What follows belongs to an exercise in optimizing a design on an open flow for small area and a short achievable clock period; a production flow would make more cautious choices.
RTL that was checked went through simulation tests only; none was proved equivalent to the original.

==> inputs of run a <==
Design Pipeline_1, start of the top module:
module Pipeline_1(
input clk,rst,
input [7:0]a,b,c,d,
output [7:0]out
    );
==> flow/config.mk <==
export PLATFORM = sky130hd
export DESIGN_NAME = Pipeline_1
export DESIGN_NICKNAME = Pipeline_1
export VERILOG_FILES = /design/flow/design.v
export SDC_FILE = /design/flow/constraint.sdc
export NUM_CORES = 4
export LEC_CHECK = 0
export ABC_AREA = 1
export CAP_MARGIN = 20
export CORE_MARGIN = 2
export CORE_UTILIZATION = 60
export CTS_BUF_LIST = sky130_fd_sc_hd__clkbuf_8
export CTS_CLUSTER_DIAMETER = 100
export CTS_CLUSTER_SIZE = 40
export SLEW_MARGIN = 20
export SYNTH_HIERARCHICAL = 1
export SYNTH_MINIMUM_KEEP_SIZE = 0
==> flow/constraint.sdc <==
create_clock -name core_clock -period 36.0 [get_ports {clk}]
set_input_delay 7.2000 -clock core_clock [delete_from_list [all_inputs] [get_ports {clk}]]
set_output_delay 7.2000 -clock core_clock [all_outputs]
set_load 0.01 [all_outputs]
standard.sh (not shown) runs the stock make flow with config.mk's settings and CLKGATE_MAP_FILE= SYNTH_SCRIPT=/design/flow/synth_recipe.tcl, a recipe that flattens the netlist after the stock synthesis.
==> flow/flow/run.sh <==
#!/bin/bash
# Own flow: the standard layout (standard.sh, unchanged synthesis, floorplan,
# power grid, placement, CTS and routing), except that the port buffers that
# global placement inserts are plain sky130_fd_sc_hd__buf_2 cells instead of the
# default delay-cell buffers. make's full output goes to standard.log here; ORFS
# also keeps each step's own log under orfs/logs/.
set -euo pipefail
export BUFFER_PORTS_ARGS="-buffer_cell sky130_fd_sc_hd__buf_2"
export SETUP_SLACK_MARGIN=25
bash standard.sh > standard.log 2>&1
==> run b: changes against run a <==
--- a/flow/flow/run.sh
+++ b/flow/flow/run.sh
@@ -8,3 +8,3 @@
 export BUFFER_PORTS_ARGS="-buffer_cell sky130_fd_sc_hd__buf_2"
-export SETUP_SLACK_MARGIN=25
+export SETUP_SLACK_MARGIN=26
 bash standard.sh > standard.log 2>&1
Settings changed: CTS_CLUSTER_DIAMETER 100 to unset, CTS_CLUSTER_SIZE 40 to unset.
==> run c: changes against run a <==
Settings changed: CORE_UTILIZATION 60 to 50, CTS_CLUSTER_DIAMETER 100 to unset, CTS_CLUSTER_SIZE 40 to unset.
==> run summary <==
- Global-route usage, highest first: run b, run a, run c.
- The highest sequential share of layout area belongs to run a, the lowest to run b.
- Maximum frequency: run a < run c < run b.
- The lowest wire length belongs to run a, the highest to run b.
- In die area, run a and run b do not differ.
==> figures <==
                                                                 run c          run a          run b
Tap cells                                                          220            180            180
Total number of nets in the final design                         1,381          1,379          1,431
Total routed wire length on the met1 layer                7530 microns   7350 microns   7980 microns
Peak fanout along the critical path                                 12             12              6
Core utilization of the finished layout                          54.3%          63.9%          71.8%
Multi-input gate share of total cell area                        63.5%          64.3%          64.2%
Sum of met3 wire segment lengths after detailed routing    400 microns    347 microns    589 microns
Met3 Usage GRT                                                   3.01%          3.65%          3.75%
Placed inst area                                         0.00858 sq mm  0.00855 sq mm  0.00855 sq mm
Number of fill cells                                             1,652          1,325          1,177
First DRT Iteration DRCs                                           254            275            342
Status                                no timing/DRC/antenna violations  no timing/DRC/antenna violations  no timing/DRC/antenna violations
Ratio of layout area to synthesized area                        1.069x         1.052x         1.183x


==> inputs of exp/sierra <==
Pipeline_1, a different RTL version from the one above (not shown whole).
==> flow/config.mk <==
export PLATFORM = sky130hd
export DESIGN_NAME = Pipeline_1
export DESIGN_NICKNAME = Pipeline_1
export VERILOG_FILES = /design/flow/design.v
export SDC_FILE = /design/flow/constraint.sdc
export NUM_CORES = 4
export LEC_CHECK = 0
export ABC_AREA = 1
export CAP_MARGIN = 20
export CORE_MARGIN = 2
export CORE_UTILIZATION = 60
export CTS_BUF_LIST = sky130_fd_sc_hd__clkbuf_8
export SLEW_MARGIN = 20
export SYNTH_HIERARCHICAL = 1
export SYNTH_MINIMUM_KEEP_SIZE = 0
==> flow/constraint.sdc <==
create_clock -name core_clock -period 36.0 [get_ports {clk}]
set_input_delay 7.2000 -clock core_clock [delete_from_list [all_inputs] [get_ports {clk}]]
set_output_delay 7.2000 -clock core_clock [all_outputs]
set_load 0.01 [all_outputs]
==> flow/flow/run.sh <==
#!/bin/bash
# Own flow: the standard layout (standard.sh, run whole and unchanged:
# synthesis with the standard flow's synthesis script, floorplan, power grid, tap cells,
# placement, CTS and routing) with two settings passed through the environment:
#  - the port buffers that global placement inserts on every input and output
#    are sky130_fd_sc_hd__buf_2 cells instead of the default delay-cell buffers;
#  - timing repair (repair_timing in floorplan, CTS and global route) aims for a
#    setup slack of 25 ns at the design's 36 ns clock, so it sizes up the
#    slowest paths; the clock period and constraints are the design's.
# make's full output goes to standard.log here; ORFS also keeps each step's own
# log under orfs/logs/.
set -euo pipefail
export BUFFER_PORTS_ARGS="-buffer_cell sky130_fd_sc_hd__buf_2"
export SETUP_SLACK_MARGIN=25
bash standard.sh > standard.log 2>&1
==> exp/xenon (differences from exp/sierra) <==
--- a/flow/design.v
+++ b/flow/design.v
@@ -473,54 +473,54 @@
   wire r411 = r395 ^ (ge408 & (R1_d[2] ^ b402));
   wire r412 = r396 ^ (ge408 & (R1_d[3] ^ b403));
   wire r413 = r397 ^ (ge408 & (R1_d[4] ^ b404));
   wire r414 = r398 ^ (ge408 & (R1_d[5] ^ b405));
   wire r415 = r399 ^ (ge408 & (R1_d[6] ^ b406));
-  reg [8:0] R2_p;
-  reg [6:0] R2_r;
+  wire b416 = ~ps352 & R1_d[0];
+  wire b417 = (r409 ^ R1_d[1]) ? ~r409 : b416;
+  wire b418 = (r410 ^ R1_d[2]) ? ~r410 : b417;
+  wire b419 = (r411 ^ R1_d[3]) ? ~r411 : b418;
+  wire b420 = (r412 ^ R1_d[4]) ? ~r412 : b419;
+  wire b421 = (r413 ^ R1_d[5]) ? ~r413 : b420;
+  wire b422 = (r414 ^ R1_d[6]) ? ~r414 : b421;
+  wire b423 = (r415 ^ R1_d[7]) ? ~r415 : b422;
+  wire ge424 = ~b423;
+  wire r425 = ps352 ^ (ge424 & R1_d[0]);
+  wire r426 = r409 ^ (ge424 & (R1_d[1] ^ b416));
+  wire r427 = r410 ^ (ge424 & (R1_d[2] ^ b417));
+  wire r428 = r411 ^ (ge424 & (R1_d[3] ^ b418));
+  wire r429 = r412 ^ (ge424 & (R1_d[4] ^ b419));
+  wire r430 = r413 ^ (ge424 & (R1_d[5] ^ b420));
+  wire r431 = r414 ^ (ge424 & (R1_d[6] ^ b421));
+  wire r432 = r415 ^ (ge424 & (R1_d[7] ^ b422));
+  reg [7:0] R2_p;
+  reg [7:0] R2_r;
   reg [7:0] R2_d;
   reg R2_v;
   always @(posedge clk) begin
-    R2_p <= {ps352, ps351, ps350, ps349, ps348, ps347, ps346, ps345, pp105};
-    R2_r <= {r415, r414, r413, r412, r411, r410, r409};
+    R2_p <= {ps351, ps350, ps349, ps348, ps347, ps346, ps345, pp105};
+    R2_r <= {r432, r431, r430, r429, r428, r427, r426, r425};
     R2_d <= {R1_d[7], R1_d[6], R1_d[5], R1_d[4], R1_d[3], R1_d[2], R1_d[1], R1_d[0]};
     R2_v <= ~rst & R1_v;
   end
-  wire b416 = ~R2_p[8] & R2_d[0];
-  wire b417 = (R2_r[0] ^ R2_d[1]) ? ~R2_r[0] : b416;
-  wire b418 = (R2_r[1] ^ R2_d[2]) ? ~R2_r[1] : b417;
-  wire b419 = (R2_r[2] ^ R2_d[3]) ? ~R2_r[2] : b418;
-  wire b420 = (R2_r[3] ^ R2_d[4]) ? ~R2_r[3] : b419;
-  wire b421 = (R2_r[4] ^ R2_d[5]) ? ~R2_r[4] : b420;
-  wire b422 = (R2_r[5] ^ R2_d[6]) ? ~R2_r[5] : b421;
-  wire b423 = (R2_r[6] ^ R2_d[7]) ? ~R2_r[6] : b422;
-  wire ge424 = ~b423;
-  wire r425 = R2_p[8] ^ (ge424 & R2_d[0]);
-  wire r426 = R2_r[0] ^ (ge424 & (R2_d[1] ^ b416));
-  wire r427 = R2_r[1] ^ (ge424 & (R2_d[2] ^ b417));
-  wire r428 = R2_r[2] ^ (ge424 & (R2_d[3] ^ b418));
-  wire r429 = R2_r[3] ^ (ge424 & (R2_d[4] ^ b419));
-  wire r430 = R2_r[4] ^ (ge424 & (R2_d[5] ^ b420));
-  wire r431 = R2_r[5] ^ (ge424 & (R2_d[6] ^ b421));
-  wire r432 = R2_r[6] ^ (ge424 & (R2_d[7] ^ b422));
   wire b433 = ~R2_p[7] & R2_d[0];
-  wire b434 = (r425 ^ R2_d[1]) ? ~r425 : b433;
-  wire b435 = (r426 ^ R2_d[2]) ? ~r426 : b434;
-  wire b436 = (r427 ^ R2_d[3]) ? ~r427 : b435;
-  wire b437 = (r428 ^ R2_d[4]) ? ~r428 : b436;
-  wire b438 = (r429 ^ R2_d[5]) ? ~r429 : b437;
-  wire b439 = (r430 ^ R2_d[6]) ? ~r430 : b438;
-  wire b440 = (r431 ^ R2_d[7]) ? ~r431 : b439;
-  wire ge441 = r432 | ~b440;
+  wire b434 = (R2_r[0] ^ R2_d[1]) ? ~R2_r[0] : b433;
+  wire b435 = (R2_r[1] ^ R2_d[2]) ? ~R2_r[1] : b434;
+  wire b436 = (R2_r[2] ^ R2_d[3]) ? ~R2_r[2] : b435;
+  wire b437 = (R2_r[3] ^ R2_d[4]) ? ~R2_r[3] : b436;
+  wire b438 = (R2_r[4] ^ R2_d[5]) ? ~R2_r[4] : b437;
+  wire b439 = (R2_r[5] ^ R2_d[6]) ? ~R2_r[5] : b438;
+  wire b440 = (R2_r[6] ^ R2_d[7]) ? ~R2_r[6] : b439;
+  wire ge441 = R2_r[7] | ~b440;
   wire r442 = R2_p[7] ^ (ge441 & R2_d[0]);
-  wire r443 = r425 ^ (ge441 & (R2_d[1] ^ b433));
-  wire r444 = r426 ^ (ge441 & (R2_d[2] ^ b434));
-  wire r445 = r427 ^ (ge441 & (R2_d[3] ^ b435));
-  wire r446 = r428 ^ (ge441 & (R2_d[4] ^ b436));
-  wire r447 = r429 ^ (ge441 & (R2_d[5] ^ b437));
-  wire r448 = r430 ^ (ge441 & (R2_d[6] ^ b438));
-  wire r449 = r431 ^ (ge441 & (R2_d[7] ^ b439));
+  wire r443 = R2_r[0] ^ (ge441 & (R2_d[1] ^ b433));
+  wire r444 = R2_r[1] ^ (ge441 & (R2_d[2] ^ b434));
+  wire r445 = R2_r[2] ^ (ge441 & (R2_d[3] ^ b435));
+  wire r446 = R2_r[3] ^ (ge441 & (R2_d[4] ^ b436));
+  wire r447 = R2_r[4] ^ (ge441 & (R2_d[5] ^ b437));
+  wire r448 = R2_r[5] ^ (ge441 & (R2_d[6] ^ b438));
+  wire r449 = R2_r[6] ^ (ge441 & (R2_d[7] ^ b439));
   wire b450 = ~R2_p[6] & R2_d[0];
   wire b451 = (r442 ^ R2_d[1]) ? ~r442 : b450;
   wire b452 = (r443 ^ R2_d[2]) ? ~r443 : b451;
   wire b453 = (r444 ^ R2_d[3]) ? ~r444 : b452;
   wire b454 = (r445 ^ R2_d[4]) ? ~r445 : b453;
==> flow/flow/run.sh (replaced) <==
#!/bin/bash
# Own flow: the standard layout (standard.sh, run whole and unchanged:
# synthesis with the standard flow's synthesis script, floorplan, power grid, tap cells,
# placement, CTS and routing) with two settings passed through the environment:
#  - the port buffers that global placement inserts on every input and output
#    are sky130_fd_sc_hd__buf_2 cells instead of the default delay-cell buffers;
#  - timing repair (repair_timing in floorplan, CTS and global route) aims for a
#    setup slack of 26 ns at the design's 36 ns clock, so it sizes up the
#    slowest paths; the clock period and constraints are the design's.
# make's full output goes to standard.log here; ORFS also keeps each step's own
# log under orfs/logs/.
set -euo pipefail
export BUFFER_PORTS_ARGS="-buffer_cell sky130_fd_sc_hd__buf_2"
export SETUP_SLACK_MARGIN=26
bash standard.sh > standard.log 2>&1
==> qor summary <==
Outcome: exp/xenon complete, no violations; exp/sierra complete, no violations
Fraction of the mapped netlist area in adder cells: exp/xenon 15.80%; exp/sierra 16.55%
Worst-case register-to-register setup slack: exp/xenon 26800 ps; exp/sierra 26010 ps
Crit path buffers/inverters: exp/xenon 3; exp/sierra 7
Sequential-to-total area share from yosys stat: exp/xenon 17.18%; exp/sierra 17.61%
Synth top area share: exp/xenon 17.78%; exp/sierra 17.61%
Aggregate global-route resource usage: exp/xenon 23.57%; exp/sierra 23.29%
Synth Area in XOR/XNOR: exp/xenon 11.39%; exp/sierra 10.90%
Number of cell instances on the worst register-to-register path: exp/xenon 78; exp/sierra 72
Sequential cell area share: exp/xenon 16.42%; exp/sierra 16.87%
Delay of the slowest critical-path stage: exp/xenon 390 ps; exp/sierra 490 ps
Fraction of area in multi-input gates: exp/xenon 65.89%; exp/sierra 64.92%
Critical Path Start: exp/xenon R3_d[1]; exp/sierra R1_s[4]
Number of well taps: exp/xenon 184; exp/sierra 180
DRT Wirelength: exp/xenon 17.51 mm; exp/sierra 16.06 mm
Clock-pin slew of the registers on the worst-case setup and hold paths: exp/xenon 90 ps; exp/sierra 80 ps
Endpoint arrival time on the critical path: exp/xenon 2540 ps; exp/sierra 10250 ps
Vias in the first global route: exp/xenon 7401; exp/sierra 6758
Library cells used by synthesis: exp/xenon 46; exp/sierra 45
Cell Area, Synth: exp/xenon 8741 um^2; exp/sierra 8527 um^2
Comb_multi_in: exp/xenon 956; exp/sierra 902
Tightest hold margin: exp/xenon 332.6 ps; exp/sierra 332.2 ps
Worst Setup Slack, final: exp/xenon 26260 ps; exp/sierra 26010 ps
No run of this note included a check of the RTL's function; only the layout flow was run.

==> port drivers added, routing unchanged <==
No port has a modelled driver above. Below, the same layouts with a new extraction and two added sets of constraints.
Step 1 (the two cells are an assumption about what drives the block):
set clk [get_ports {clk}]
set_driving_cell -lib_cell sky130_fd_sc_hd__clkbuf_16 $clk
set_driving_cell -lib_cell sky130_fd_sc_hd__buf_2 [delete_from_list [all_inputs] $clk]
Step 2 times the ports against the registers' clock, not the clock port: input delays grow and output delays shrink by t, the midpoint of the rising clock arrivals with the driver on.
a / b / c = no drivers / after step 1 / after step 2; a / b = the first two.
| run | t (ns) | setup WS [ns] | worst setup path at the end | worst data-port slew with drivers (ns) | pins driven straight from the clock port |
|---|---|---|---|---|---|
| run a | 0.395 | 26.170 / 26.135 / 26.352 | register to register | 0.03 | 1 |
| run b | 0.398 | 26.250 / 26.215 / 26.452 | register to register | 0.03 | 1 |
| run c | 0.400 | 26.239 / 26.203 / 26.366 | register to register | 0.03 | 1 |
| exp/sierra | 0.409 | 26.012 / 26.012 / 26.012 | register to register | 0.05 | 1 |
| exp/xenon | 0.414 | 26.264 / 26.225 / 26.639 | register to output | 0.05 | 1 |
After both steps every run listed still meets setup and hold.
